This is an optimization exercise on Yosys and OpenROAD, whose aim is small area and a short achievable clock period, not a production implementation.
Where RTL was checked, it was by simulation tests only, not by an equivalence proof against the original.
Only the layout flow was run in run 5; the RTL was not checked for function there.
Power figures rest on the tool's default switching activity, not on a simulated workload.

<file path="design/flow/config.mk">
export PLATFORM = sky130hd
export DESIGN_NAME = yuv422_to_rgb
export DESIGN_NICKNAME = yuv422_to_rgb
export VERILOG_FILES = /design/flow/design.v
export SDC_FILE = /design/flow/constraint.sdc
export NUM_CORES = 4
export LEC_CHECK = 0
export ABC_AREA = 1
export CAP_MARGIN = 20
export CORE_MARGIN = 2
export CORE_UTILIZATION = 40
export SETUP_SLACK_MARGIN = 2.0
export SLEW_MARGIN = 20
</file>
<file path="design/flow/constraint.sdc">
create_clock -name core_clock -period 4.5 [get_ports {clk}]
set_input_delay 0.9000 -clock core_clock [delete_from_list [all_inputs] [get_ports {clk}]]
set_output_delay 0.9000 -clock core_clock [all_outputs]
set_load 0.01 [all_outputs]
</file>
<file path="design/flow/design.v">
module yuv422_to_rgb
(
    input       wire        clk     ,
    input       wire        cke     ,
    input       wire        yuv_hs  ,
    input       wire        yuv_vs  ,
    input       wire        yuv_de  ,
    input       wire [9 :0] yuv_y   ,
    input       wire [9 :0] yuv_c   ,
    output      wire        rgb_hs  ,
    output      wire        rgb_vs  ,
    output      wire        rgb_de  ,
    output      wire [23:0] rgb_dat
);
wire [7:0] y8 = yuv_y[9:2];
wire [7:0] c8 = yuv_c[9:2];
wire [7:0] y_cl = (y8[7:4] == 4'd0) ? 8'd16 : (y8 > 8'd235) ? 8'd235 : y8;
wire [7:0] c_cl = (c8[7:4] == 4'd0) ? 8'd16 : (c8[7:4] == 4'd15) ? 8'd239 : c8;
reg  [2:0] sy1, sy2, sy3, sy4, sy5, sy6;        
reg  [7:0] y1, c1;                               
reg  [7:0] y2, cbuf;  reg cr;                    
reg  [7:0] y3, p_u, p_v;  reg [12:0] p_25u;      
reg  [6:0] t_l;  reg t_c;  reg [8:0] t_h;        
reg  [9:0] p_l;  reg p_c;  reg [7:0] p_h;
reg  [5:0] m_l;  reg m_c;  reg [6:0] m_h;
reg  [7:0] u4;
reg  [9:0] r_h, g_h, b_h;                        
reg  [2:0] r_c;  reg [3:0] g_c;  reg [1:0] b_c;
reg  [7:0] o_r, o_g, o_b;                        
wire [15:0] tyh;
assign tyh[0] = 16'h0000 >> y3[7:4];
assign tyh[1] = 16'h0000 >> y3[7:4];
assign tyh[2] = 16'h0000 >> y3[7:4];
assign tyh[3] = 16'h0000 >> y3[7:4];
assign tyh[4] = 16'haaaa >> y3[7:4];
assign tyh[5] = 16'hcccc >> y3[7:4];
assign tyh[6] = 16'h5a5a >> y3[7:4];
assign tyh[7] = 16'h936c >> y3[7:4];
assign tyh[8] = 16'hb6da >> y3[7:4];
assign tyh[9] = 16'hdb6c >> y3[7:4];
assign tyh[10] = 16'h1c70 >> y3[7:4];
assign tyh[11] = 16'hb52a >> y3[7:4];
assign tyh[12] = 16'h264c >> y3[7:4];
assign tyh[13] = 16'h3870 >> y3[7:4];
assign tyh[14] = 16'h3f80 >> y3[7:4];
assign tyh[15] = 16'hc000 >> y3[7:4];
wire [11:0] tyl;
assign tyl[0] = 16'haaaa >> y3[3:0];
assign tyl[1] = 16'hcccc >> y3[3:0];
assign tyl[2] = 16'h5a5a >> y3[3:0];
assign tyl[3] = 16'h936c >> y3[3:0];
assign tyl[4] = 16'hb6da >> y3[3:0];
assign tyl[5] = 16'hdb6c >> y3[3:0];
assign tyl[6] = 16'h1c70 >> y3[3:0];
assign tyl[7] = 16'hb52a >> y3[3:0];
assign tyl[8] = 16'h264c >> y3[3:0];
assign tyl[9] = 16'h3870 >> y3[3:0];
assign tyl[10] = 16'h3f80 >> y3[3:0];
assign tyl[11] = 16'hc000 >> y3[3:0];
wire [17:0] tph;
assign tph[0] = 16'h0000 >> p_v[7:4];
assign tph[1] = 16'h0000 >> p_v[7:4];
assign tph[2] = 16'h0000 >> p_v[7:4];
assign tph[3] = 16'h0000 >> p_v[7:4];
assign tph[4] = 16'h2aaa >> p_v[7:4];
assign tph[5] = 16'h4ccc >> p_v[7:4];
assign tph[6] = 16'h0f0f >> p_v[7:4];
assign tph[7] = 16'h0ff0 >> p_v[7:4];
assign tph[8] = 16'h5aaa >> p_v[7:4];
assign tph[9] = 16'h3999 >> p_v[7:4];
assign tph[10] = 16'h52d2 >> p_v[7:4];
assign tph[11] = 16'h631c >> p_v[7:4];
assign tph[12] = 16'h294a >> p_v[7:4];
assign tph[13] = 16'h18c6 >> p_v[7:4];
assign tph[14] = 16'h2d6b >> p_v[7:4];
assign tph[15] = 16'h318c >> p_v[7:4];
assign tph[16] = 16'h41f0 >> p_v[7:4];
assign tph[17] = 16'h7e00 >> p_v[7:4];
wire [13:0] tpl;
assign tpl[0] = 16'haaaa >> p_v[3:0];
assign tpl[1] = 16'hcccc >> p_v[3:0];
assign tpl[2] = 16'hf0f0 >> p_v[3:0];
assign tpl[3] = 16'hff00 >> p_v[3:0];
assign tpl[4] = 16'haaaa >> p_v[3:0];
assign tpl[5] = 16'h6666 >> p_v[3:0];
assign tpl[6] = 16'hb4b4 >> p_v[3:0];
assign tpl[7] = 16'hc738 >> p_v[3:0];
assign tpl[8] = 16'had6a >> p_v[3:0];
assign tpl[9] = 16'h9ce6 >> p_v[3:0];
assign tpl[10] = 16'hd6b4 >> p_v[3:0];
assign tpl[11] = 16'he738 >> p_v[3:0];
assign tpl[12] = 16'h07c0 >> p_v[3:0];
assign tpl[13] = 16'hf800 >> p_v[3:0];
wire [12:0] u25  = {cbuf, 4'b0000} + {cbuf, 3'b000} + cbuf;
wire [7:0]  t_lo = tyh[6:0] + tyl[6:0];
wire [8:0]  t_hi = tyh[15:7] + tyl[11:7];
wire [10:0] p_lo = tph[9:0] + tpl[9:0];
wire [7:0]  p_hi = tph[17:10] + tpl[13:10];
wire [6:0]  m_lo = p_v[5:0] + p_25u[5:0];
wire [6:0]  m_hi = p_v[7:6] + p_25u[12:6];
wire [11:0] r_lo = {t_l, 2'b00} + p_l + {p_c, t_c, 9'd0};
wire [9:0]  r_hi = t_h + {p_h, 1'b0};
wire [13:0] g_lo = {t_l, 3'b000} + {4'b0000, ~p_l} + {~m_l, 4'b0000}
                 + {t_c, 10'd0} + {~p_c, 10'd0} + {~m_c, 10'd0} + 14'd2129;
wire [9:0]  ga  = {1'b0, t_h};
wire [9:0]  gb  = {2'b00, ~p_h};
wire [9:0]  gm  = {3'b000, ~m_h};
wire [9:0]  gs1 = ga ^ gb ^ gm;
wire [9:0]  gc1 = {(ga[8:0] & gb[8:0]) | (ga[8:0] & gm[8:0]) | (gb[8:0] & gm[8:0]), 1'b0};
wire [9:0]  gk  = 10'd20;
wire [9:0]  gs2 = gs1 ^ gc1 ^ gk;
wire [9:0]  gc2 = {(gs1[8:0] & gc1[8:0]) | (gs1[8:0] & gk[8:0]) | (gc1[8:0] & gk[8:0]), 1'b0};
wire [9:0]  g_hi = gs2 + gc2;
wire [8:0]  b_lo = t_l + {1'b0, u4[7:2]} + {u4[5:0], 1'b0} + {t_c, 7'd0} + 7'd16;
wire [9:0]  b_hi = t_h + {u4, 1'b0} + u4[7:6] - 10'd21;
function [7:0] sat;
    input [9:0] z;
    sat = z[9] ? 8'd255 : (z[8] ? z[7:0] : 8'd0);
endfunction
always @(posedge clk) begin
    if (cke) begin
        sy1 <= {yuv_hs, yuv_vs, yuv_de};
        sy2 <= sy1; sy3 <= sy2; sy4 <= sy3; sy5 <= sy4; sy6 <= sy5;
        y1 <= y_cl;
        c1 <= c_cl;
        y2 <= y1;
        cr <= sy1[0] & ~cr;
        if (sy1[0] & ~cr) cbuf <= c1;
        y3 <= y2;
        if (sy1[0] & cr) begin
            p_u   <= cbuf;
            p_v   <= c1;
            p_25u <= u25;
        end
        t_l <= t_lo[6:0];  t_c <= t_lo[7];   t_h <= t_hi;
        p_l <= p_lo[9:0];  p_c <= p_lo[10];  p_h <= p_hi;
        m_l <= m_lo[5:0];  m_c <= m_lo[6];   m_h <= m_hi;
        u4  <= p_u;
        r_h <= r_hi;  r_c <= r_lo[11:9];
        g_h <= g_hi;  g_c <= g_lo[13:10];
        b_h <= b_hi;  b_c <= b_lo[8:7];
        o_r <= sat(r_h + r_c);
        o_g <= sat(g_h + g_c);
        o_b <= sat(b_h + b_c);
    end
end
assign {rgb_hs, rgb_vs, rgb_de} = sy6;
assign rgb_dat = {o_r, o_g, o_b};
endmodule
</file>
<file path="design/flow/flow/run.sh">
#!/bin/bash
# Standard ORFS layout (the standard.sh) with changes that do not touch the design:
#  - ports are buffered with buf_1 instead of the default delay-cell choice
#  - CTS: no dummy load cells, chosen clock buffers and sink cluster size
set -o pipefail
export BUFFER_PORTS_ARGS="-buffer_cell sky130_fd_sc_hd__buf_1"
export CTS_ARGS="-sink_clustering_enable -repair_clock_nets -dont_use_dummy_load -buf_list sky130_fd_sc_hd__clkbuf_8 -sink_clustering_size 16 -sink_clustering_max_diameter 100"
bash standard.sh > standard.log 2>&1
</file>
<file path="design/flow/standard.sh">
#!/bin/bash
# synth_recipe.tcl (not shown) runs the flow's synth.tcl, then flattens the netlist and writes it again
# the make line also repeats each setting of config.mk as NAME=value (left out here)
make -C /OpenROAD-flow-scripts/flow DESIGN_CONFIG=/design/flow/config.mk WORK_HOME=/design/flow/orfs CLKGATE_MAP_FILE= SYNTH_SCRIPT=/design/flow/synth_recipe.tcl "${@:-finish}"
</file>
==> run summary, run 1 <==
status=finished clean; post-layout worst setup margin=2.03 ns; Slew @ Worst Pin=0.931 ns; Avg Synthesized Cell Area=10.2 sq um; sink count of the clock tree=206; vertical extent of the die=183 um; cell taking the most area after synthesis=sky130_fd_sc_hd__edfxtp_1; Overflow after GRT=0; Hold Fails Final Rpt=0; sum of negative setup slack=0 ns; Setup violations, final=0; Yosys reg bits=206; number of distinct standard cells referenced by the synthesized netlist=40; number of global-route vias before repair=8173; Avg WL per Cell=13.4 um; maximum buffer depth of the clock tree=3; top cells by area, synth=sky130_fd_sc_hd__edfxtp_1 48%, sky130_fd_sc_hd__ha_1 15%, sky130_fd_sc_hd__nand2_1 7.3%; wire length of the first global-routing pass=38900 um; post-layout net count=1572; Row Count=65; fraction of layout cells with a size suffix above 1=11.9%; data arrival at the endpoint of the critical path=2.77 ns; worst setup skew after layout=0.0377 ns; pin count of the biggest net entering global routing=86; unrepaired setup endpoints after global routing=true; Yosys Warn Count=1; total die area=33700 sq um; Vias=8344; post-route clock period utilization=54.8%; max-cap violations=0; worst setup path startpoint=m_l[1]; number of instances on the worst hold path=0; clock network latency to the later pin of the worst-skew pair=0.54 ns; clock tree from TritonCTS=built; I/O pin cnt=52; class of the most critical setup path=flip-flop to flip-flop; number of routed nets with antenna violations=0; Crit Path Max Fanout=2; post-route insts no fill=1759; clock transition at the register clock pins on the worst setup and hold paths after CTS=0.10 ns; Worst setup EP type=flip-flop; netlist area before placement=12900 sq um; number of cells after detailed placement=1703; commonest non-fill, non-tap cells in the layout=246 x sky130_fd_sc_hd__nand2_1, 206 x sky130_fd_sc_hd__edfxtp_1, 205 x sky130_fd_sc_hd__inv_1, 126 x sky130_fd_sc_hd__ha_1, 75 x sky130_fd_sc_hd__nand3_1; fraction of registers with async set/reset=0%; met1 capacity usage during global routing=17.9%; initial DRC count=398; number of clock buffers inserted by TritonCTS=17; worst r2r path cells=9; Util after Layout=45.8%; Post-Synthesis Net Count=1476; final routed wirelength across all metal layers=23500 um; worst voltage drop across the vdd grid=0.000195 V; Startpoint Class=flip-flop; GR peak layer=met2; setup slack after placement=1.69 ns; starting utilization of the core area=40.7%; Leakage Power=6.47 nW; maximum clock rate=0.405 GHz; number of synthesized flops with an enable pin=206; I/O Buffers=47; number of H-tree levels=1; number of antenna violations at the first check in global routing=0; source of the worst register-to-register timing path=m_l[1]; number of pins with negative max-slew slack in the final report=0; cell chosen for the clock root=sky130_fd_sc_hd__clkbuf_8; Overall Global Routing Usage=14.3%; share of the yosys chip area belonging to registers=48.0%; fill cell total of the finished layout=2855; beginning of the worst hold path=y2[1]; final critical path time including I/O delays and setup=2.47 ns; CP Data Required Time=4.80 ns; DRC viols=0; half-perimeter wire length after placement=17500 um; met2 routing resource usage after global routing=25.1%; instance count of the mapped netlist=1263; power density normalized to cell area=415 nW/um^2; placer's final routability congestion estimate=0.857; Die X-Extent=183 um; router iterations before antenna repair=4; GR Util met3=1.94%; most frequent standard cell in the layout excluding fill and tap cells=sky130_fd_sc_hd__nand2_1; layout-stage area growth over the synthesis result=12.4%; fraction of post-synthesis cell area in the top cell type by area=48.0%; normalized max-slew margin=38.0%; Avg Vias per Cell=4.74; Ant. Diodes=0; kind of path behind the tightest hold check=flip-flop to flip-flop; core region area=31600 sq um; Most used DFF post-synth=sky130_fd_sc_hd__edfxtp_1
-- cell families (layout without fill, tap and decap cells) --
family	after synthesis	in the layout	synth area share, %
AO/OA/AOI/OAI	140	140	6.23
XOR/XNOR	56	56	3.92
adder cells (fa/ha/maj)	188	188	20.4
buffers and inverters	244	338	7.22
flip-flops	206	206	48.0
AND/OR/NAND/NOR	429	429	14.3
-- layout make-up --
class	instances	area [sq um]	area share, %
Sequential cell	206	6190	42.7
Multi-Input combinational cell	813	6170	42.6
Inverter	232	871	6.01
Timing Repair Buffer	89	523	3.61
Tap cell	402	503	3.47
Clock buffer	17	234	1.62
-- timing repair --
item,in CTS,in global routing
buffers inserted,26,12
resized for setup,27,64
hold buffers,0,0
pin swaps,6,19
endpoints found under the setup margin,20,23
-- power breakdown --
group / internal, mW / switching, mW / total [mW]
Sequential: 2.54 / 0.187 / 2.73
Clock: 0.341 / 0.576 / 0.917
Combinational: 1.02 / 1.34 / 2.36
Total: 3.90 / 2.11 / 6.01
-- critical path: stages (launching register included) --
cell and delay (ns):
sky130_fd_sc_hd__edfxtp_1 0.43, sky130_fd_sc_hd__fa_2 0.42, sky130_fd_sc_hd__fa_1 0.53, sky130_fd_sc_hd__inv_2 0.05
sky130_fd_sc_hd__ha_4 0.27, sky130_fd_sc_hd__inv_1 0.05, sky130_fd_sc_hd__o21bai_1 0.17, sky130_fd_sc_hd__nand2_1 0.13
sky130_fd_sc_hd__nand4_1 0.11, sky130_fd_sc_hd__nand2_1 0.07
-- path summary, 6_finish.rpt --
path | endpoint | slack [ns]
worst max register to register | g_c[1] | 2.03
worst min-delay path | y3[1] | 0.39
worst min register to register | y3[1] | 0.39
worst max-delay path | g_c[1] | 2.03
-- stage by stage --
step / hold slack [ns] / cell area (sq um) / power [mW]
4_1_cts: 0.400 / 14100 / 5.92
2_1_floorplan: 0.400 / 12900 / 4.29
6_report: 0.394 / 14500 / 6.01
5_1_grt: 0.400 / 14500 / 6.55
3_5_place_dp: 0.405 / 13500 / 4.80
3_3_place_gp: 0.401 / 13500 / 4.76
-- registers in the layout, indices dropped and copies added (netlist names), 9 cells and up --
name / count
g_h: 10
r_h: 10
p_l: 10
p_25u: 10
t_h: 9
b_h: 10
-- cells in the mapped netlist (all sizes together), types with 9 or more instances --
| master | instances |
|---|---|
| nor3 | 9 |
| xor2 | 40 |
| nand3 | 81 |
| fa | 36 |
| ha | 152 |
| nand4 | 20 |
| edfxtp | 206 |
| nor2 | 57 |
| xnor2 | 16 |
| o21ai | 37 |
| a21oi | 64 |
| nand2 | 254 |
| inv | 232 |
| o21bai | 10 |
-- metal layers --
| metal | vias to the layer above | wire, um |
|---|---|---|
| met1 | 3813 | 10600 |
| li1 | 4386 | - |
| met2 | 101 | 11500 |
| met4 | 0 | 776 |
| met3 | 44 | 652 |
| met5 | - | 0 |
==> run 2, diff against run 1 <==
--- a/design/flow/config.mk
+++ b/design/flow/config.mk
@@ -10,4 +10,4 @@
 export CORE_MARGIN = 2
 export CORE_UTILIZATION = 40
-export SETUP_SLACK_MARGIN = 2.0
+export SETUP_SLACK_MARGIN = 1.8
 export SLEW_MARGIN = 20
==> run 2 against run 1 <==
  * Still clean
  * Worst setup slack worse by 0.12 ns
  * Global-route usage down 0.42 points
  * Critical path depth up 2
  * Cell count down 0.97%
  * Final area down 3.4%
  * Count of clock-buffer cells in the layout unchanged
  * Sequential share of layout area up 1.5 points
  * Critical endpoint is now g_c[2]
  * Highest routed layer unchanged
==> run summary, run 2 <==
status=finished clean (unchanged); footprint of the flip-flops and latches=6190 sq um (unchanged); Ant. Diodes=0 (unchanged); Slew @ Worst Pin=0.931 ns (about the same); class of the most critical setup path=flip-flop to flip-flop (unchanged); DRC viols=0 (unchanged); ordered list of cells on the worst path=inv_1 > fa_1 > inv_1 > ha_1 > ha_1 > a21oi_2 > o21ai_0 > nand2_1 > nand3_1 > nand2_1 > nand2_1 (was fa_2 > fa_1 > inv_2 > ha_4 > inv_1 > o21bai_1 > nand2_1 > nand4_1 > nand2_1); layout-stage area growth over the synthesis result=8.66% (was 12.4%); half-perimeter wire length after placement=17500 um (unchanged); worst reg2reg endpoint=g_c[2] (was g_c[1]); Setup violations, final=0 (unchanged); fraction of registers with async set/reset=0% (unchanged); Vias=8228 (was 8344); Overflow after GRT=0 (unchanged); final critical path time including I/O delays and setup=2.59 ns (was 2.47 ns); Hold Fails Final Rpt=0 (unchanged); Startpoint Class=flip-flop (unchanged); starting utilization of the core area=40.7% (unchanged); Die X-Extent=183 um (unchanged); number of clock buffers inserted by TritonCTS=17 (unchanged); Overall Global Routing Usage=13.8% (was 14.3%); total die area=33700 sq um (unchanged); top cells by instance count after synthesis=252 x sky130_fd_sc_hd__nand2_1, 227 x sky130_fd_sc_hd__inv_1, 206 x sky130_fd_sc_hd__edfxtp_1 (unchanged); initial DRC count=394 (was 398); met1 capacity usage during global routing=17.6% (was 17.9%); sum of negative setup slack=0 ns (unchanged); vertical extent of the die=183 um (unchanged); number of distinct standard cells referenced by the synthesized netlist=40 (unchanged); data arrival at the endpoint of the critical path=2.85 ns (was 2.77 ns); number of routed nets with antenna violations=0 (unchanged); area occupied by multi-input gates=5820 sq um (was 6170 sq um); Internal=3.73 mW (was 3.90 mW); cell with the most instances after synthesis=sky130_fd_sc_hd__nand2_1 (unchanged); max-cap violations=0 (unchanged); I/O pin cnt=52 (unchanged); fraction of post-synthesis cell area in the top cell type by area=48.0% (unchanged); core region area=31600 sq um (unchanged); Avg Synthesized Cell Area=10.2 sq um (unchanged); cell chosen for the clock root=sky130_fd_sc_hd__clkbuf_8 (unchanged); total net switching power=1.99 mW (was 2.11 mW); delay of the slowest cell on the worst path=0.53 ns (about the same); highest-delay cell along the critical path=sky130_fd_sc_hd__fa_1 (unchanged); I/O Buffers=47 (unchanged); number of global-route vias before repair=7994 (was 8173); fraction of layout cells with a size suffix above 1=6.04% (was 11.9%); proportion of power drawn by combinational gates=36.2% (was 39.3%); post-route clock period utilization=57.5% (was 54.8%); worst setup skew after layout=0.0432 ns (was 0.0377 ns); Avg Vias per Cell=4.72 (was 4.74); worst voltage drop across the vdd grid=0.000194 V (was 0.000195 V); worst setup path endpoint=g_c[2] (was g_c[1]); Worst setup EP type=flip-flop (unchanged); unrepaired setup endpoints after global routing=true (unchanged); kind of path behind the tightest hold check=flip-flop to flip-flop (unchanged); netlist area before placement=12900 sq um (unchanged); number of H-tree levels=1 (unchanged); number of hold buffers added after cts=0 (unchanged); pin count of the biggest net entering global routing=86 (unchanged); share of power burned in the clock network=16.0% (was 15.3%); router iterations before antenna repair=5 (was 4); number of antenna violations at the first check in global routing=0 (unchanged); maximum buffer depth of the clock tree=3 (unchanged); r2r setup slk=1.91 ns (was 2.03 ns); source of the worst register-to-register timing path=t_l[4] (was m_l[1]); share of total power in sequential cells=47.8% (was 45.4%); Leakage Power=6.40 nW (was 6.47 nW); GR peak layer=met2 (unchanged); Yosys reg bits=206 (unchanged); final routed wirelength across all metal layers=22400 um (was 23500 um); number of synthesized flops with an enable pin=206 (unchanged); Yosys Warn Count=1 (unchanged); Crit Path Max Fanout=3 (was 2); commonest non-fill, non-tap cells in the layout=250 x sky130_fd_sc_hd__nand2_1, 222 x sky130_fd_sc_hd__inv_1, 206 x sky130_fd_sc_hd__edfxtp_1, 150 x sky130_fd_sc_hd__ha_1, 79 x sky130_fd_sc_hd__nand3_1 (was 246 x sky130_fd_sc_hd__nand2_1, 206 x sky130_fd_sc_hd__edfxtp_1, 205 x sky130_fd_sc_hd__inv_1, 126 x sky130_fd_sc_hd__ha_1, 75 x sky130_fd_sc_hd__nand3_1); clock transition at the register clock pins on the worst setup and hold paths after CTS=0.10 ns (about the same); worst r2r path cells=11 (was 9); maximum clock rate=0.386 GHz (was 0.405 GHz); share of the yosys chip area belonging to registers=48.0% (unchanged); cell taking the most area after synthesis=sky130_fd_sc_hd__edfxtp_1 (unchanged); post-layout net count=1555 (was 1572); Post-Synthesis Net Count=1476 (unchanged); clock network latency to the later pin of the worst-skew pair=0.54 ns (about the same); Row Count=65 (unchanged); worst setup path startpoint=t_l[4] (was m_l[1]); met2 routing resource usage after global routing=24.3% (was 25.1%); wire length of the first global-routing pass=37900 um (was 38900 um); fill cell total of the finished layout=2911 (was 2855); top cells by area, synth=sky130_fd_sc_hd__edfxtp_1 48%, sky130_fd_sc_hd__ha_1 15%, sky130_fd_sc_hd__nand2_1 7.3% (unchanged); sink count of the clock tree=206 (unchanged); Sw Ratio=34.8% (was 35.1%); placer's final routability congestion estimate=0.857 (unchanged); normalized max-slew margin=37.9% (was 38.0%); most frequent cell on the critical path=sky130_fd_sc_hd__nand2_1 (unchanged); clock tree from TritonCTS=built (unchanged); power density normalized to cell area=409 nW/um^2 (was 415 nW/um^2); CP Data Required Time=4.76 ns (was 4.80 ns); Avg WL per Cell=12.8 um (was 13.4 um); number of pins with negative max-slew slack in the final report=0 (unchanged); most frequent standard cell in the layout excluding fill and tap cells=sky130_fd_sc_hd__nand2_1 (unchanged); GR Util met3=1.92% (was 1.94%); Most used DFF post-synth=sky130_fd_sc_hd__edfxtp_1 (unchanged); instance count of the mapped netlist=1263 (unchanged); Util after Layout=44.3% (was 45.8%)
==> run 2: cell types whose count changed in the layout (fill, tap and decap cells not counted), moves of 15 or more <==
| cell | change |
|---|---|
| sky130_fd_sc_hd__buf_4 | -15 |
| sky130_fd_sc_hd__ha_1 | +24 |
| sky130_fd_sc_hd__ha_4 | -19 |
| sky130_fd_sc_hd__inv_1 | +17 |
| sky130_fd_sc_hd__inv_2 | -17 |
==> run 2: worst min-delay path by stage <==
stage	from	endpoint	slack (ns)	cells after the start
floorplan	sy1[1]	sy2[1]	0.40	0
global placement	sy3[2]	sy4[2]	0.40	0
detailed placement	y1[3]	y2[3]	0.40	0
CTS	y2[1]	y3[1]	0.40	0
global route	y2[1]	y3[1]	0.40	0
finish	y2[1]	y3[1]	0.40	0
==> run 2: layout make-up <==
| cell class | count | area share [%] |
|---|---|---|
| clock buffers | 17 | 1.67 |
| inverters | 232 | 6.22 |
| multi-input cells | 813 | 41.6 |
| flip-flops and latches | 206 | 44.2 |
| well taps | 402 | 3.59 |
| repair buffers | 72 | 2.77 |
==> run 2: power groups by stage <==
| stage | Combinational (mW) | Sequential [mW] | Clock (mW) |
|---|---|---|---|
| floorplan | 1.55 | 2.75 | 0 |
| global placement | 1.97 | 2.79 | 0 |
| detailed placement | 2.00 | 2.79 | 0 |
| CTS | 2.02 | 2.75 | 0.980 |
| global route | 2.46 | 2.77 | 1.03 |
| finish | 2.07 | 2.73 | 0.915 |
==> run 2: logic make-up after synthesis <==
group           Yosys count  share of synthesized area, %
simple gates            429                          14.3
buf+inv                 244                          7.22
flops                   206                          48.0
fa+ha+maj               188                          20.4
compound gates          140                          6.23
xor+xnor                 56                          3.92
==> run 2: per-stage QoR <==
stage	instance area, sq um	instances	power (mW)	hold slack, ns	setup slack [ns]
finish	14000	1742	5.72	0.397	1.91
floorplan	12900	1263	4.29	0.400	2.04
CTS	13800	1723	5.75	0.400	1.84
global route	14000	1742	6.26	0.400	1.75
detailed placement	13500	1703	4.80	0.405	1.69
global placement	13500	1703	4.76	0.401	1.74
==> run 2: critical path: cells and delay by family, from the launching register on <==
| kind | cells | cell delay (ns) |
|---|---|---|
| adders and majority gates | 3 | 1.16 |
| DFF | 1 | 0.40 |
| and+or+nand+nor | 4 | 0.31 |
| AOI/OAI and AO/OA | 2 | 0.30 |
| buffers and inverters | 2 | 0.14 |
==> run 2: what timing repair did <==
action	in CTS	in global routing
resized for setup	0	15
hold endpoints to repair	0	0
pin swaps	0	4
buffers inserted	3	18
endpoints found under the setup margin	3	15
==> run 2: metal layers <==
| layer | wire length [um] | vias to the layer above |
|---|---|---|
| met1 | 10300 | 3739 |
| met3 | 685 | 36 |
| met4 | 677 | 0 |
| met2 | 10700 | 104 |
| li1 | - | 4349 |
| met5 | 0 | - |
==> run 3, diff against run 2 <==
--- a/design/flow/config.mk
+++ b/design/flow/config.mk
@@ -10,4 +10,4 @@
 export CORE_MARGIN = 2
 export CORE_UTILIZATION = 40
-export SETUP_SLACK_MARGIN = 1.8
+export SETUP_SLACK_MARGIN = 1.9
 export SLEW_MARGIN = 20
==> run 3 against run 2 <==
  * Non-clock buffer count rose by 9
  * Total power rose by 2.2%
  * Synthesized area is the same
  * Routed wire length rose by 3.5%
  * Cell count up 0.52%
  * Final area grew 1.5%
  * Fmax grew 3.4%
  * Clock skew down 0.0040 ns
  * Via count up 1.4%
  * Sequential cell count unchanged
  * Combinational power up 6%
  * Critical path type unchanged
  * Critical endpoint unchanged
  * Largest power group unchanged
==> run summary, run 3 <==
number of hold buffers added after cts=0 (unchanged); CP Data Required Time=4.76 ns (about the same); cell chosen for the clock root=sky130_fd_sc_hd__clkbuf_8 (unchanged); Avg Vias per Cell=4.77 (was 4.72); Avg WL per Cell=13.2 um (was 12.8 um); beginning of the worst hold path=y2[1] (unchanged); Startpoint Class=flip-flop (unchanged); setup slack after placement=1.69 ns (unchanged); fill cell total of the finished layout=2893 (was 2911); number of synthesized flops with an enable pin=206 (unchanged); fraction of layout cells with a size suffix above 1=8.15% (was 6.04%); DRC viols=0 (unchanged); status=finished clean (unchanged); placer's final routability congestion estimate=0.857 (unchanged); most frequent standard cell in the layout excluding fill and tap cells=sky130_fd_sc_hd__nand2_1 (unchanged); worst r2r path cells=10 (was 11); fraction of registers with async set/reset=0% (unchanged); number of H-tree levels=1 (unchanged); commonest non-fill, non-tap cells in the layout=250 x sky130_fd_sc_hd__nand2_1, 220 x sky130_fd_sc_hd__inv_1, 206 x sky130_fd_sc_hd__edfxtp_1, 140 x sky130_fd_sc_hd__ha_1, 76 x sky130_fd_sc_hd__nand3_1 (was 250 x sky130_fd_sc_hd__nand2_1, 222 x sky130_fd_sc_hd__inv_1, 206 x sky130_fd_sc_hd__edfxtp_1, 150 x sky130_fd_sc_hd__ha_1, 79 x sky130_fd_sc_hd__nand3_1); Worst setup EP type=flip-flop (unchanged); class of the most critical setup path=flip-flop to flip-flop (unchanged); Crit Path Max Fanout=3 (unchanged); half-perimeter wire length after placement=17500 um (unchanged); wire length of the first global-routing pass=38300 um (was 37900 um); Sw Ratio=35.0% (was 34.8%); Slew @ Worst Pin=0.928 ns (was 0.931 ns); Yosys Warn Count=1 (unchanged); number of pins with negative max-slew slack in the final report=0 (unchanged); vertical extent of the die=183 um (unchanged); kind of path behind the tightest hold check=flip-flop to flip-flop (unchanged); power after layout=5.85 mW (was 5.72 mW); worst setup path startpoint=t_l[2] (was t_l[4]); worst setup skew after layout=0.0392 ns (was 0.0432 ns); data arrival at the endpoint of the critical path=2.77 ns (was 2.85 ns); normalized max-slew margin=38.1% (was 37.9%); Internal=3.80 mW (was 3.73 mW); total net switching power=2.04 mW (was 1.99 mW); Vias=8345 (was 8228); unrepaired setup endpoints after global routing=true (unchanged); Die X-Extent=183 um (unchanged); final routed wirelength across all metal layers=23200 um (was 22400 um); pin count of the biggest net entering global routing=86 (unchanged); router iterations before antenna repair=7 (was 5); final critical path time including I/O delays and setup=2.50 ns (was 2.59 ns); share of total power in sequential cells=46.7% (was 47.8%); Row Count=65 (unchanged); cell taking the most area after synthesis=sky130_fd_sc_hd__edfxtp_1 (unchanged); worst reg2reg endpoint=g_c[2] (unchanged); total die area=33700 sq um (unchanged); source of the worst register-to-register timing path=t_l[2] (was t_l[4]); post-layout worst setup margin=2.00 ns (was 1.91 ns); instance count of the mapped netlist=1263 (unchanged); top cells by area, synth=sky130_fd_sc_hd__edfxtp_1 48%, sky130_fd_sc_hd__ha_1 15%, sky130_fd_sc_hd__nand2_1 7.3% (unchanged); r2r setup slk=2.00 ns (was 1.91 ns); number of distinct standard cells referenced by the synthesized netlist=40 (unchanged); initial DRC count=419 (was 394); power density normalized to cell area=411 nW/um^2 (was 409 nW/um^2); Overall Global Routing Usage=14.0% (was 13.8%); maximum buffer depth of the clock tree=3 (unchanged); maximum clock rate=0.399 GHz (was 0.386 GHz); number of global-route vias before repair=8057 (was 7994); clock network latency to the later pin of the worst-skew pair=0.54 ns (about the same); number of routed nets with antenna violations=0 (unchanged); cell with the most instances after synthesis=sky130_fd_sc_hd__nand2_1 (unchanged); starting utilization of the core area=40.7% (unchanged); Ant. Diodes=0 (unchanged); I/O Buffers=47 (unchanged); layout-stage area growth over the synthesis result=10.3% (was 8.66%); I/O pin cnt=52 (unchanged); top cells by instance count after synthesis=252 x sky130_fd_sc_hd__nand2_1, 227 x sky130_fd_sc_hd__inv_1, 206 x sky130_fd_sc_hd__edfxtp_1 (unchanged); worst voltage drop across the vdd grid=0.000195 V (was 0.000194 V); share of power burned in the clock network=15.7% (was 16.0%); Avg Synthesized Cell Area=10.2 sq um (unchanged); post-route clock period utilization=55.6% (was 57.5%); Setup violations, final=0 (unchanged); worst setup path endpoint=g_c[2] (unchanged); Hold Fails Final Rpt=0 (unchanged); proportion of power drawn by combinational gates=37.6% (was 36.2%); Most used DFF post-synth=sky130_fd_sc_hd__edfxtp_1 (unchanged); core region area=31600 sq um (unchanged); number of clock buffers inserted by TritonCTS=17 (unchanged); fraction of post-synthesis cell area in the top cell type by area=48.0% (unchanged); worst-case hold slack=0.397 ns (about the same); share of the yosys chip area belonging to registers=48.0% (unchanged); sink count of the clock tree=206 (unchanged); netlist area before placement=12900 sq um (unchanged); Overflow after GRT=0 (unchanged); Post-Synthesis Net Count=1476 (unchanged); number of antenna violations at the first check in global routing=0 (unchanged); sum of negative setup slack=0 ns (unchanged); clock tree from TritonCTS=built (unchanged); clock transition at the register clock pins on the worst setup and hold paths after CTS=0.10 ns (about the same); Yosys reg bits=206 (unchanged); max-cap violations=0 (unchanged); post-layout net count=1564 (was 1555); Leakage Power=6.45 nW (was 6.40 nW)
## run 3: power by group through the flow
stage,Combinational (mW),Clock [mW],Sequential [mW]
floorplan,1.55,0,2.75
global placement,1.97,0,2.79
detailed placement,2.00,0,2.79
CTS,2.05,0.980,2.74
global route,2.58,1.03,2.77
finish,2.20,0.916,2.73
## run 3: metrics by stage
step / util, % / cells / area (sq um)
global route: 44.9 / 1751 / 14200
detailed placement: 42.8 / 1703 / 13500
finish: 44.9 / 1751 / 14200
CTS: 43.8 / 1734 / 13900
global placement: 42.8 / 1703 / 13500
floorplan: - / 1263 / 12900
## run 3: worst min-delay path by stage
stage	slack [ns]	endpoint	depth (start not counted)
floorplan	0.40	sy2[1]	0
global placement	0.40	sy4[2]	0
detailed placement	0.40	y2[3]	0
CTS	0.40	y3[1]	0
global route	0.40	y3[1]	0
finish	0.40	y3[1]	0
## run 3: kinds of logic after synthesis
kind of cell               count (synthesis)  synth area share [%]
buffers and inverters                    244                  7.22
adders and majority gates                188                  20.4
and+or+nand+nor                          429                  14.3
AOI/OAI and AO/OA                        140                  6.23
xor gates and xnor gates                  56                  3.92
DFF                                      206                  48.0
## run 3: what timing repair did
item	CTS	global route
gates resized for setup	1	39
buffers inserted	14	16
pin swaps	0	5
endpoints found under the setup margin	12	20
## run 3: metal layers
| layer | share of wire [%] | GRT usage (%) | up-vias |
|---|---|---|---|
| met1 | 45 | 17.7 | 3813 |
| met3 | 3.4 | 1.92 | 42 |
| li1 | - | - | 4368 |
| met2 | 48 | 24.8 | 122 |
| met4 | 3.2 | 4.64 | 0 |
| met5 | 0 | 0 | - |
## run 3: area by class of cell
type / instances / area (sq um) / share of cell area [%]
well taps: 402 / 503 / 3.54
clock buffers: 17 / 234 / 1.65
inverters: 232 / 871 / 6.13
repair buffers: 81 / 459 / 3.23
multi-input cells: 813 / 5960 / 41.9
flip-flops and latches: 206 / 6190 / 43.5
## run 3: critical path, stage by stage (launching register included)
cell	delay, ns
sky130_fd_sc_hd__edfxtp_1	0.38
sky130_fd_sc_hd__inv_1	0.07
sky130_fd_sc_hd__fa_2	0.39
sky130_fd_sc_hd__fa_1	0.49
sky130_fd_sc_hd__inv_1	0.04
sky130_fd_sc_hd__ha_1	0.31
sky130_fd_sc_hd__nand2_2	0.07
sky130_fd_sc_hd__nor3_2	0.15
sky130_fd_sc_hd__nand3_1	0.13
sky130_fd_sc_hd__nand4_1	0.13
sky130_fd_sc_hd__nand2_1	0.06
==> run 4, diff against run 3 <==
==> design/flow/flow/run.sh (replaced) <==
#!/bin/bash
# Standard ORFS layout (the standard.sh) with changes that do not touch the design:
#  - ports are buffered with buf_1 instead of the default delay-cell choice
#  - CTS: no dummy load cells, chosen clock buffers and sink cluster size
set -o pipefail
export BUFFER_PORTS_ARGS="-buffer_cell sky130_fd_sc_hd__buf_1"
export CTS_ARGS="-sink_clustering_enable -repair_clock_nets -dont_use_dummy_load -buf_list sky130_fd_sc_hd__clkbuf_16 -sink_clustering_size 30 -sink_clustering_max_diameter 150"
bash standard.sh > standard.log 2>&1
==> run 4 against run 3 <==
  * Register-to-register slack about the same
  * Count of clock-buffer cells in the layout down 7
  * Synthesized cell count unchanged
  * Clock power up 5.8%
  * Utilization down 0.13 points
  * First-iteration DRC count up 0.72%
  * Worst setup slack better by 0.00087 ns
  * Sequential cell count unchanged
  * Total power up 0.82%
  * Fmax about the same
  * Via count down 1.0%
  * Critical path type unchanged
  * Largest cell class unchanged
==> run summary, run 4 <==
Vias=8261 (was 8345); area occupied by multi-input gates=5930 sq um (was 5960 sq um); final routed wirelength across all metal layers=22800 um (was 23200 um); number of clock buffers inserted by TritonCTS=10 (was 17); Hold Fails Final Rpt=0 (unchanged); r2r setup slk=2.00 ns (about the same); max-cap violations=0 (unchanged); layout-stage area growth over the synthesis result=9.99% (was 10.3%); Slew @ Worst Pin=0.938 ns (was 0.928 ns); fraction of post-synthesis cell area in the top cell type by area=48.0% (unchanged); class of the most critical setup path=flip-flop to flip-flop (unchanged); power density normalized to cell area=416 nW/um^2 (was 411 nW/um^2); clock transition at the register clock pins on the worst setup and hold paths after CTS=0.11 ns (was 0.10 ns); highest-delay cell along the critical path=sky130_fd_sc_hd__fa_1 (unchanged); Sw Ratio=34.5% (was 35.0%); CP Data Required Time=4.73 ns (was 4.76 ns); post-route clock period utilization=55.6% (about the same); Avg Vias per Cell=4.75 (was 4.77); most frequent standard cell in the layout excluding fill and tap cells=sky130_fd_sc_hd__nand2_1 (unchanged); Leakage Power=6.42 nW (was 6.45 nW); post-layout net count=1553 (was 1564); sum of negative setup slack=0 ns (unchanged); source of the worst register-to-register timing path=t_h[5] (was t_l[2]); Yosys Warn Count=1 (unchanged); top cells by instance count after synthesis=252 x sky130_fd_sc_hd__nand2_1, 227 x sky130_fd_sc_hd__inv_1, 206 x sky130_fd_sc_hd__edfxtp_1 (unchanged); proportion of power drawn by combinational gates=37.2% (was 37.6%); commonest non-fill, non-tap cells in the layout=250 x sky130_fd_sc_hd__nand2_1, 219 x sky130_fd_sc_hd__inv_1, 206 x sky130_fd_sc_hd__edfxtp_1, 142 x sky130_fd_sc_hd__ha_1, 78 x sky130_fd_sc_hd__nand3_1 (was 250 x sky130_fd_sc_hd__nand2_1, 220 x sky130_fd_sc_hd__inv_1, 206 x sky130_fd_sc_hd__edfxtp_1, 140 x sky130_fd_sc_hd__ha_1, 76 x sky130_fd_sc_hd__nand3_1); core region area=31600 sq um (unchanged); worst voltage drop across the vdd grid=0.000269 V (was 0.000195 V); Avg WL per Cell=13.1 um (was 13.2 um); worst-case hold slack=0.422 ns (was 0.397 ns); initial DRC count=422 (was 419); data arrival at the endpoint of the critical path=2.73 ns (was 2.77 ns); worst setup path startpoint=t_h[5] (was t_l[2]); delay of the slowest cell on the worst path=0.50 ns (was 0.49 ns); starting utilization of the core area=40.7% (unchanged); number of global-route vias before repair=8026 (was 8057); instance count of the mapped netlist=1263 (unchanged); status=finished clean (unchanged); wire length of the first global-routing pass=38200 um (was 38300 um); number of H-tree levels=1 (unchanged); Post-Synthesis Net Count=1476 (unchanged); total die area=33700 sq um (unchanged); DRC viols=0 (unchanged); placer's final routability congestion estimate=0.857 (unchanged); maximum buffer depth of the clock tree=3 (unchanged); Most used DFF post-synth=sky130_fd_sc_hd__edfxtp_1 (unchanged); clock network latency to the later pin of the worst-skew pair=0.48 ns (was 0.54 ns); share of total power in sequential cells=46.3% (was 46.7%); footprint of the flip-flops and latches=6190 sq um (unchanged); Die X-Extent=183 um (unchanged); Crit Path Max Fanout=6 (was 3); Yosys reg bits=206 (unchanged); dominant delay contributor by cell family on the critical path=adder cells (unchanged); power after layout=5.89 mW (was 5.85 mW); number of distinct standard cells referenced by the synthesized netlist=40 (unchanged); Design Area, Final=14200 sq um (about the same); Overall Global Routing Usage=14.0% (about the same); total cell area at the placement stage=13500 sq um (unchanged); most frequent cell on the critical path=sky130_fd_sc_hd__nand2_1 (was sky130_fd_sc_hd__inv_1); maximum clock rate=0.400 GHz (was 0.399 GHz); I/O pin cnt=52 (unchanged); half-perimeter wire length after placement=17500 um (unchanged); cell with the most instances after synthesis=sky130_fd_sc_hd__nand2_1 (unchanged); Internal=3.86 mW (was 3.80 mW); Row Count=65 (unchanged); fraction of registers with async set/reset=0% (unchanged); vertical extent of the die=183 um (unchanged); share of the yosys chip area belonging to registers=48.0% (unchanged); final critical path time including I/O delays and setup=2.50 ns (about the same); unrepaired setup endpoints after global routing=true (unchanged); normalized max-slew margin=37.5% (was 38.1%); Avg Synthesized Cell Area=10.2 sq um (unchanged); pin count of the biggest net entering global routing=86 (unchanged); I/O Buffers=47 (unchanged); Setup violations, final=0 (unchanged); beginning of the worst hold path=y2[1] (unchanged); netlist area before placement=12900 sq um (unchanged); Util after Layout=44.8% (was 44.9%); number of antenna violations at the first check in global routing=0 (unchanged); sink count of the clock tree=206 (unchanged); fraction of layout cells with a size suffix above 1=7.32% (was 8.15%); cell chosen for the clock root=sky130_fd_sc_hd__clkbuf_16 (was sky130_fd_sc_hd__clkbuf_8); top cells by area, synth=sky130_fd_sc_hd__edfxtp_1 48%, sky130_fd_sc_hd__ha_1 15%, sky130_fd_sc_hd__nand2_1 7.3% (unchanged); ordered list of cells on the worst path=inv_1 > fa_1 > inv_1 > ha_1 > ha_1 > nand2_1 > nand2_1 > nand2_1 > nand3_1 > xor2_1 (was inv_1 > fa_2 > fa_1 > inv_1 > ha_1 > nand2_2 > nor3_2 > nand3_1 > nand4_1 > nand2_1); number of hold buffers added after cts=0 (unchanged); worst setup skew after layout=0.0234 ns (was 0.0392 ns); fill cell total of the finished layout=2880 (was 2893); router iterations before antenna repair=5 (was 7); Ant. Diodes=0 (unchanged); number of routed nets with antenna violations=0 (unchanged); total net switching power=2.03 mW (was 2.04 mW); buffering stage count on the worst path with inverters included=2 (unchanged); Startpoint Class=flip-flop (unchanged); cell taking the most area after synthesis=sky130_fd_sc_hd__edfxtp_1 (unchanged); share of power burned in the clock network=16.4% (was 15.7%); Overflow after GRT=0 (unchanged); kind of path behind the tightest hold check=flip-flop to flip-flop (unchanged); number of pins with negative max-slew slack in the final report=0 (unchanged); Worst setup EP type=flip-flop (unchanged); clock tree from TritonCTS=built (unchanged); number of synthesized flops with an enable pin=206 (unchanged)
[run 4: routing by layer]
layer / track usage [%] / vias up / part of all wire (%)
met5: 0 / - / 0
met1: 17.7 / 3791 / 46
li1: - / 4349 / -
met2: 25.0 / 95 / 49
met4: 4.74 / 0 / 3.0
met3: 1.55 / 26 / 2.3
[run 4: repair_timing]
action	CTS	global route
pin swaps	0	8
endpoints found under the setup margin	10	20
gates resized for setup	1	37
setup buffers	12	14
[run 4: metrics by stage]
| step | setup WS (ns) | std cells |
|---|---|---|
| final | 2.00 | 1740 |
| after global placement | 1.74 | 1703 |
| after detailed placement | 1.69 | 1703 |
| after global routing | 1.88 | 1740 |
| after CTS | 1.90 | 1725 |
| after floorplan | 2.04 | 1263 |
[run 4: worst paths after layout]
check,end,cells past startpoint
min,y3[1],0
min reg2reg,y3[1],0
max reg2reg,g_h[8],10
max,g_h[8],10
[run 4: cell type report]
type / count / area share, %
flip-flops and latches: 206 / 43.6
multi-input cells: 813 / 41.9
inverters: 232 / 6.14
well taps: 402 / 3.55
repair buffers: 77 / 3.03
clock buffers: 10 / 1.77
[run 4: worst reg2reg max path: cells and delay by family, from the launching register on]
kind / cells / cell delay [ns]
xor gates and xnor gates: 1 / 0.15
DFF: 1 / 0.46
buffers and inverters: 2 / 0.18
adders and majority gates: 3 / 1.16
and+or+nand+nor: 4 / 0.33
[run 4: power by group through the flow]
stage	logic [mW]	registers, mW	clock network [mW]
final	2.19	2.73	0.969
after global routing	2.57	2.77	1.07
after CTS	2.04	2.74	1.02
after detailed placement	2.00	2.79	0
after global placement	1.97	2.79	0
after floorplan	1.55	2.75	0
[run 4: kinds of logic (layout without fill, tap and decap cells)]
kind of cell    after synthesis  in the layout  synth area share (%)
simple gates                429            429                  14.3
buf+inv                     244            319                  7.22
flops                       206            206                  48.0
fa+ha+maj                   188            188                  20.4
compound gates              140            140                  6.23
xor+xnor                     56             56                  3.92
==> run 5, diff against run 4 <==
--- a/design/flow/design.v
+++ b/design/flow/design.v
@@ -25,6 +25,7 @@
 reg  [5:0] m_l;  reg m_c;  reg [6:0] m_h;
 reg  [7:0] u4;
-reg  [9:0] r_h, g_h, b_h;                        
-reg  [2:0] r_c;  reg [3:0] g_c;  reg [1:0] b_c;
+reg  [7:0] r5;                                   
+reg  [9:0] g_h, b_h;
+reg  [3:0] g_c;  reg [1:0] b_c;
 reg  [7:0] o_r, o_g, o_b;                        
 wire [15:0] tyh;
@@ -99,6 +100,5 @@
 wire [6:0]  m_lo = p_v[5:0] + p_25u[5:0];
 wire [6:0]  m_hi = p_v[7:6] + p_25u[12:6];
-wire [11:0] r_lo = {t_l, 2'b00} + p_l + {p_c, t_c, 9'd0};
-wire [9:0]  r_hi = t_h + {p_h, 1'b0};
+wire [19:0] r_sum = {1'b0, t_h, t_l, 2'b00} + {1'b0, p_h, p_l} + {t_c, 9'd0} + {p_c, 10'd0};
 wire [13:0] g_lo = {t_l, 3'b000} + {4'b0000, ~p_l} + {~m_l, 4'b0000}
                  + {t_c, 10'd0} + {~p_c, 10'd0} + {~m_c, 10'd0} + 14'd2129;
@@ -137,8 +137,8 @@
         m_l <= m_lo[5:0];  m_c <= m_lo[6];   m_h <= m_hi;
         u4  <= p_u;
-        r_h <= r_hi;  r_c <= r_lo[11:9];
+        r5  <= sat(r_sum[18:9]);
         g_h <= g_hi;  g_c <= g_lo[13:10];
         b_h <= b_hi;  b_c <= b_lo[8:7];
-        o_r <= sat(r_h + r_c);
+        o_r <= r5;
         o_g <= sat(g_h + g_c);
         o_b <= sat(b_h + b_c);
==> design/flow/flow/run.sh (replaced) <==
#!/bin/bash
# Standard ORFS layout (the standard.sh) with changes that do not touch the design:
#  - ports are buffered with buf_1 instead of the default delay-cell choice
#  - CTS: no dummy load cells, chosen clock buffers and sink cluster size
set -o pipefail
export BUFFER_PORTS_ARGS="-buffer_cell sky130_fd_sc_hd__buf_1"
export CTS_ARGS="-sink_clustering_enable -repair_clock_nets -dont_use_dummy_load -buf_list sky130_fd_sc_hd__clkbuf_8 -sink_clustering_size 16 -sink_clustering_max_diameter 100"
bash standard.sh > standard.log 2>&1
==> run 5 against run 4 <==
  * Still clean
  * First-iteration DRC count increased by 5.0%
  * Fmax decreased by 4.9%
  * Clock skew increased by 0.030 ns
  * Combinational power increased by 22%
  * Utilization increased by 1.4 points
  * Die area decreased by 0.58%
  * Routed wire length increased by 6.1%
  * Clock power decreased by about 10%
  * Worst hold slack got worse by 0.014 ns
  * Largest power group is now combinational cells
==> run summary, run 5 <==
status=finished clean (unchanged); worst voltage drop across the vdd grid=0.000191 V (was 0.000269 V); post-layout worst setup margin=1.87 ns (was 2.00 ns); number of pins with negative max-slew slack in the final report=0 (unchanged); clock tree from TritonCTS=built (unchanged); Sw Ratio=35.9% (was 34.5%); Setup violations, final=0 (unchanged); Overall Global Routing Usage=14.4% (was 14.0%); fraction of post-synthesis cell area in the top cell type by area=47.1% (was 48.0%); Row Count=65 (unchanged); number of synthesized flops with an enable pin=201 (was 206); max-cap violations=0 (unchanged); number of instances on the worst hold path=0 (unchanged); most frequent standard cell in the layout excluding fill and tap cells=sky130_fd_sc_hd__nand2_1 (unchanged); initial DRC count=443 (was 422); share of the yosys chip area belonging to registers=47.1% (was 48.0%); clock transition at the register clock pins on the worst setup and hold paths after CTS=0.10 ns (was 0.11 ns); source of the worst register-to-register timing path=p_v[5] (was t_h[5]); Leakage Power=6.52 nW (was 6.42 nW); share of power burned in the clock network=14.0% (was 16.4%); top cells by instance count after synthesis=244 x sky130_fd_sc_hd__nand2_1, 219 x sky130_fd_sc_hd__inv_1, 201 x sky130_fd_sc_hd__edfxtp_1 (was 252 x sky130_fd_sc_hd__nand2_1, 227 x sky130_fd_sc_hd__inv_1, 206 x sky130_fd_sc_hd__edfxtp_1); power density normalized to cell area=425 nW/um^2 (was 416 nW/um^2); post-route clock period utilization=58.5% (was 55.6%); number of antenna violations at the first check in global routing=0 (unchanged); worst setup skew after layout=0.0530 ns (was 0.0234 ns); r2r setup slk=1.87 ns (was 2.00 ns); Vias=8451 (was 8261); top cells by area, synth=sky130_fd_sc_hd__edfxtp_1 47%, sky130_fd_sc_hd__ha_1 16%, sky130_fd_sc_hd__nand2_1 7.2% (was sky130_fd_sc_hd__edfxtp_1 48%, sky130_fd_sc_hd__ha_1 15%, sky130_fd_sc_hd__nand2_1 7.3%); number of clock buffers inserted by TritonCTS=16 (was 10); vertical extent of the die=183 um (about the same); power after layout=6.19 mW (was 5.89 mW); Avg Vias per Cell=4.79 (was 4.75); Crit Path Max Fanout=3 (was 6); post-route insts no fill=1764 (was 1740); setup slack after placement=1.60 ns (was 1.69 ns); clock network latency to the later pin of the worst-skew pair=0.52 ns (was 0.48 ns); Design Area, Final=14600 sq um (was 14200 sq um); fraction of registers with async set/reset=0% (unchanged); I/O Buffers=47 (unchanged); Yosys reg bits=201 (was 206); total die area=33500 sq um (was 33700 sq um); Yosys Warn Count=1 (unchanged); Most used DFF post-synth=sky130_fd_sc_hd__edfxtp_1 (unchanged); Worst setup EP type=flip-flop (unchanged); sink count of the clock tree=201 (was 206); cell taking the most area after synthesis=sky130_fd_sc_hd__edfxtp_1 (unchanged); DRC viols=0 (unchanged); pin count of the biggest net entering global routing=73 (was 86); final routed wirelength across all metal layers=24300 um (was 22800 um); kind of path behind the tightest hold check=flip-flop to flip-flop (unchanged); number of cells after detailed placement=1692 (was 1703); footprint of the flip-flops and latches=6040 sq um (was 6190 sq um); total net switching power=2.23 mW (was 2.03 mW); post-layout net count=1584 (was 1553); Overflow after GRT=0 (unchanged); proportion of power drawn by combinational gates=43.2% (was 37.2%); worst r2r path cells=13 (was 10); data arrival at the endpoint of the critical path=2.91 ns (was 2.73 ns); worst reg2reg endpoint=p_h[6] (was g_h[8]); beginning of the worst hold path=sy3[0] (was y2[1]); Post-Synthesis Net Count=1475 (was 1476); share of total power in sequential cells=42.8% (was 46.3%); half-perimeter wire length after placement=18000 um (was 17500 um); maximum clock rate=0.380 GHz (was 0.400 GHz); Slew @ Worst Pin=1.05 ns (was 0.938 ns); placer's final routability congestion estimate=0.886 (was 0.857); Ant. Diodes=0 (unchanged); number of H-tree levels=1 (unchanged); Hold Fails Final Rpt=0 (unchanged); CP Data Required Time=4.78 ns (was 4.73 ns); class of the most critical setup path=flip-flop to flip-flop (unchanged); Avg WL per Cell=13.7 um (was 13.1 um); cell with the most instances after synthesis=sky130_fd_sc_hd__nand2_1 (unchanged); Die X-Extent=183 um (about the same); maximum buffer depth of the clock tree=3 (unchanged); fraction of layout cells with a size suffix above 1=14.4% (was 7.32%); Avg Synthesized Cell Area=10.2 sq um (about the same); instance count of the mapped netlist=1255 (was 1263); fill cell total of the finished layout=2900 (was 2880); number of routed nets with antenna violations=0 (unchanged); final critical path time including I/O delays and setup=2.63 ns (was 2.50 ns); cell chosen for the clock root=sky130_fd_sc_hd__clkbuf_8 (was sky130_fd_sc_hd__clkbuf_16); area occupied by multi-input gates=6320 sq um (was 5930 sq um); normalized max-slew margin=29.2% (was 37.5%); core region area=31600 sq um (about the same); Internal=3.97 mW (was 3.86 mW); starting utilization of the core area=40.6% (was 40.7%); router iterations before antenna repair=5 (unchanged); layout-stage area growth over the synthesis result=13.8% (was 9.99%); number of global-route vias before repair=8011 (was 8026); worst setup path startpoint=p_v[5] (was t_h[5]); sum of negative setup slack=0 ns (unchanged); unrepaired setup endpoints after global routing=true (unchanged); number of distinct standard cells referenced by the synthesized netlist=47 (was 40); Startpoint Class=flip-flop (unchanged); netlist area before placement=12800 sq um (was 12900 sq um); wire length of the first global-routing pass=38900 um (was 38200 um); worst min-delay path endpoint=sy4[0] (was y3[1]); total cell area at the placement stage=13400 sq um (was 13500 sq um); I/O pin cnt=52 (unchanged); commonest non-fill, non-tap cells in the layout=237 x sky130_fd_sc_hd__nand2_1, 201 x sky130_fd_sc_hd__edfxtp_1, 196 x sky130_fd_sc_hd__inv_1, 129 x sky130_fd_sc_hd__ha_1, 68 x sky130_fd_sc_hd__a21oi_1 (was 250 x sky130_fd_sc_hd__nand2_1, 219 x sky130_fd_sc_hd__inv_1, 206 x sky130_fd_sc_hd__edfxtp_1, 142 x sky130_fd_sc_hd__ha_1, 78 x sky130_fd_sc_hd__nand3_1)
run 5: cell types whose count changed after synthesis, moves of 7 or more:
cell	change
sky130_fd_sc_hd__nand3_1	-20
sky130_fd_sc_hd__a21oi_1	+10
sky130_fd_sc_hd__xor2_1	+9
sky130_fd_sc_hd__inv_1	-8
sky130_fd_sc_hd__nand2_1	-8
sky130_fd_sc_hd__ha_1	+7
run 5: worst max-delay path: stages (launching register included):
cell and delay [ns]:
sky130_fd_sc_hd__edfxtp_1 0.48, sky130_fd_sc_hd__ha_2 0.23, sky130_fd_sc_hd__or2_4 0.24, sky130_fd_sc_hd__nor2_4 0.10, sky130_fd_sc_hd__inv_2 0.06, sky130_fd_sc_hd__nor2_4 0.12, sky130_fd_sc_hd__a211oi_2 0.06, sky130_fd_sc_hd__ha_2 0.20
sky130_fd_sc_hd__fa_2 0.39, sky130_fd_sc_hd__nand2_1 0.08, sky130_fd_sc_hd__nand2_1 0.06, sky130_fd_sc_hd__a21oi_2 0.17, sky130_fd_sc_hd__nor3_2 0.07, sky130_fd_sc_hd__xor2_1 0.14
run 5: stage by stage:
stage,utilization [%],hold slack (ns)
finish,46.2,0.407
global route,46.2,0.399
CTS,44.2,0.403
detailed placement,42.6,0.405
global placement,42.6,0.402
floorplan,-,0.400
run 5: power groups by stage:
stage	combinational, mW	clock [mW]	sequential [mW]
2_1_floorplan	1.66	0	2.68
3_3_place_gp	2.15	0	2.71
3_5_place_dp	2.17	0	2.72
4_1_cts	2.36	0.921	2.66
5_1_grt	3.05	0.972	2.69
6_report	2.67	0.869	2.65
run 5: how the worst max path moves through the flow:
stage                  end  slack [ns]  cells past startpoint
floorplan           p_h[6]        1.91                     14
detailed placement  p_h[6]        1.60                     14
CTS                 g_h[8]        1.86                     12
global placement    p_h[6]        1.62                     14
global route        g_h[8]        1.75                     13
finish              p_h[6]        1.87                     13
run 5: kinds of logic after synthesis:
family	Yosys count	share of synthesized area [%]
buffers and inverters	241	7.36
flip-flops	201	47.1
AO/OA/AOI/OAI	148	6.54
AND/OR/NAND/NOR	409	13.6
XOR/XNOR	61	4.23
adder cells (fa/ha/maj)	195	21.2
run 5: layer usage:
metal | vias to the layer above | GRT usage (%) | part of all wire, %
met4 | 0 | 3.46 | 2.4
met3 | 31 | 1.71 | 3.3
li1 | 4390 | - | -
met2 | 148 | 25.9 | 49
met5 | - | 0 | 0
met1 | 3882 | 18.6 | 45
run 5: cell type report:
type                    count  area share (%)
well taps                 402            3.45
multi-input cells         813            43.4
clock buffers              16            1.51
repair buffers            106            4.38
flip-flops and latches    201            41.4
inverters                 226            5.84
run 5: what timing repair did:
item                                    4_1_cts  5_1_grt
gates resized for setup                      22       94
endpoints found under the setup margin       24       29
hold buffers                                  0        0
endpoints found under the hold margin         0        0
buffers inserted                             26       30
pin swaps                                    14       52
cloned                                        0        0

==> static timing again, ports no longer ideal <==
Ports are ideal in the flow. The routed layouts listed here were re-timed in OpenROAD.
Step 1 (the two cells are an assumption about what drives the block):
set clk [get_ports {clk}]
set_driving_cell -lib_cell sky130_fd_sc_hd__clkbuf_16 $clk
set_driving_cell -lib_cell sky130_fd_sc_hd__buf_2 [delete_from_list [all_inputs] $clk]
Step 2 moves the port delays by t, midway between the first and last clock arrival at a register: inputs arrive t later, outputs are due t later. That takes back most of the time a late clock gives input paths.
Slacks: ideal / step 1 / step 2; pairs: ideal / step 1.
| run | t, ns | setup slack, ns | cell pins on the clock port's net |
|---|---|---|---|
| run 1 | 0.554 | 2.034 / 2.034 / 2.034 | 1 |
| run 2 | 0.554 | 1.911 / 1.911 / 1.911 | 1 |
| run 3 | 0.553 | 1.997 / 1.997 / 1.997 | 1 |
| run 4 | 0.522 | 1.997 / 1.997 / 1.997 | 1 |
| run 5 | 0.542 | 1.867 / 1.867 / 1.867 | 1 |
After both steps every run listed still meets setup and hold.
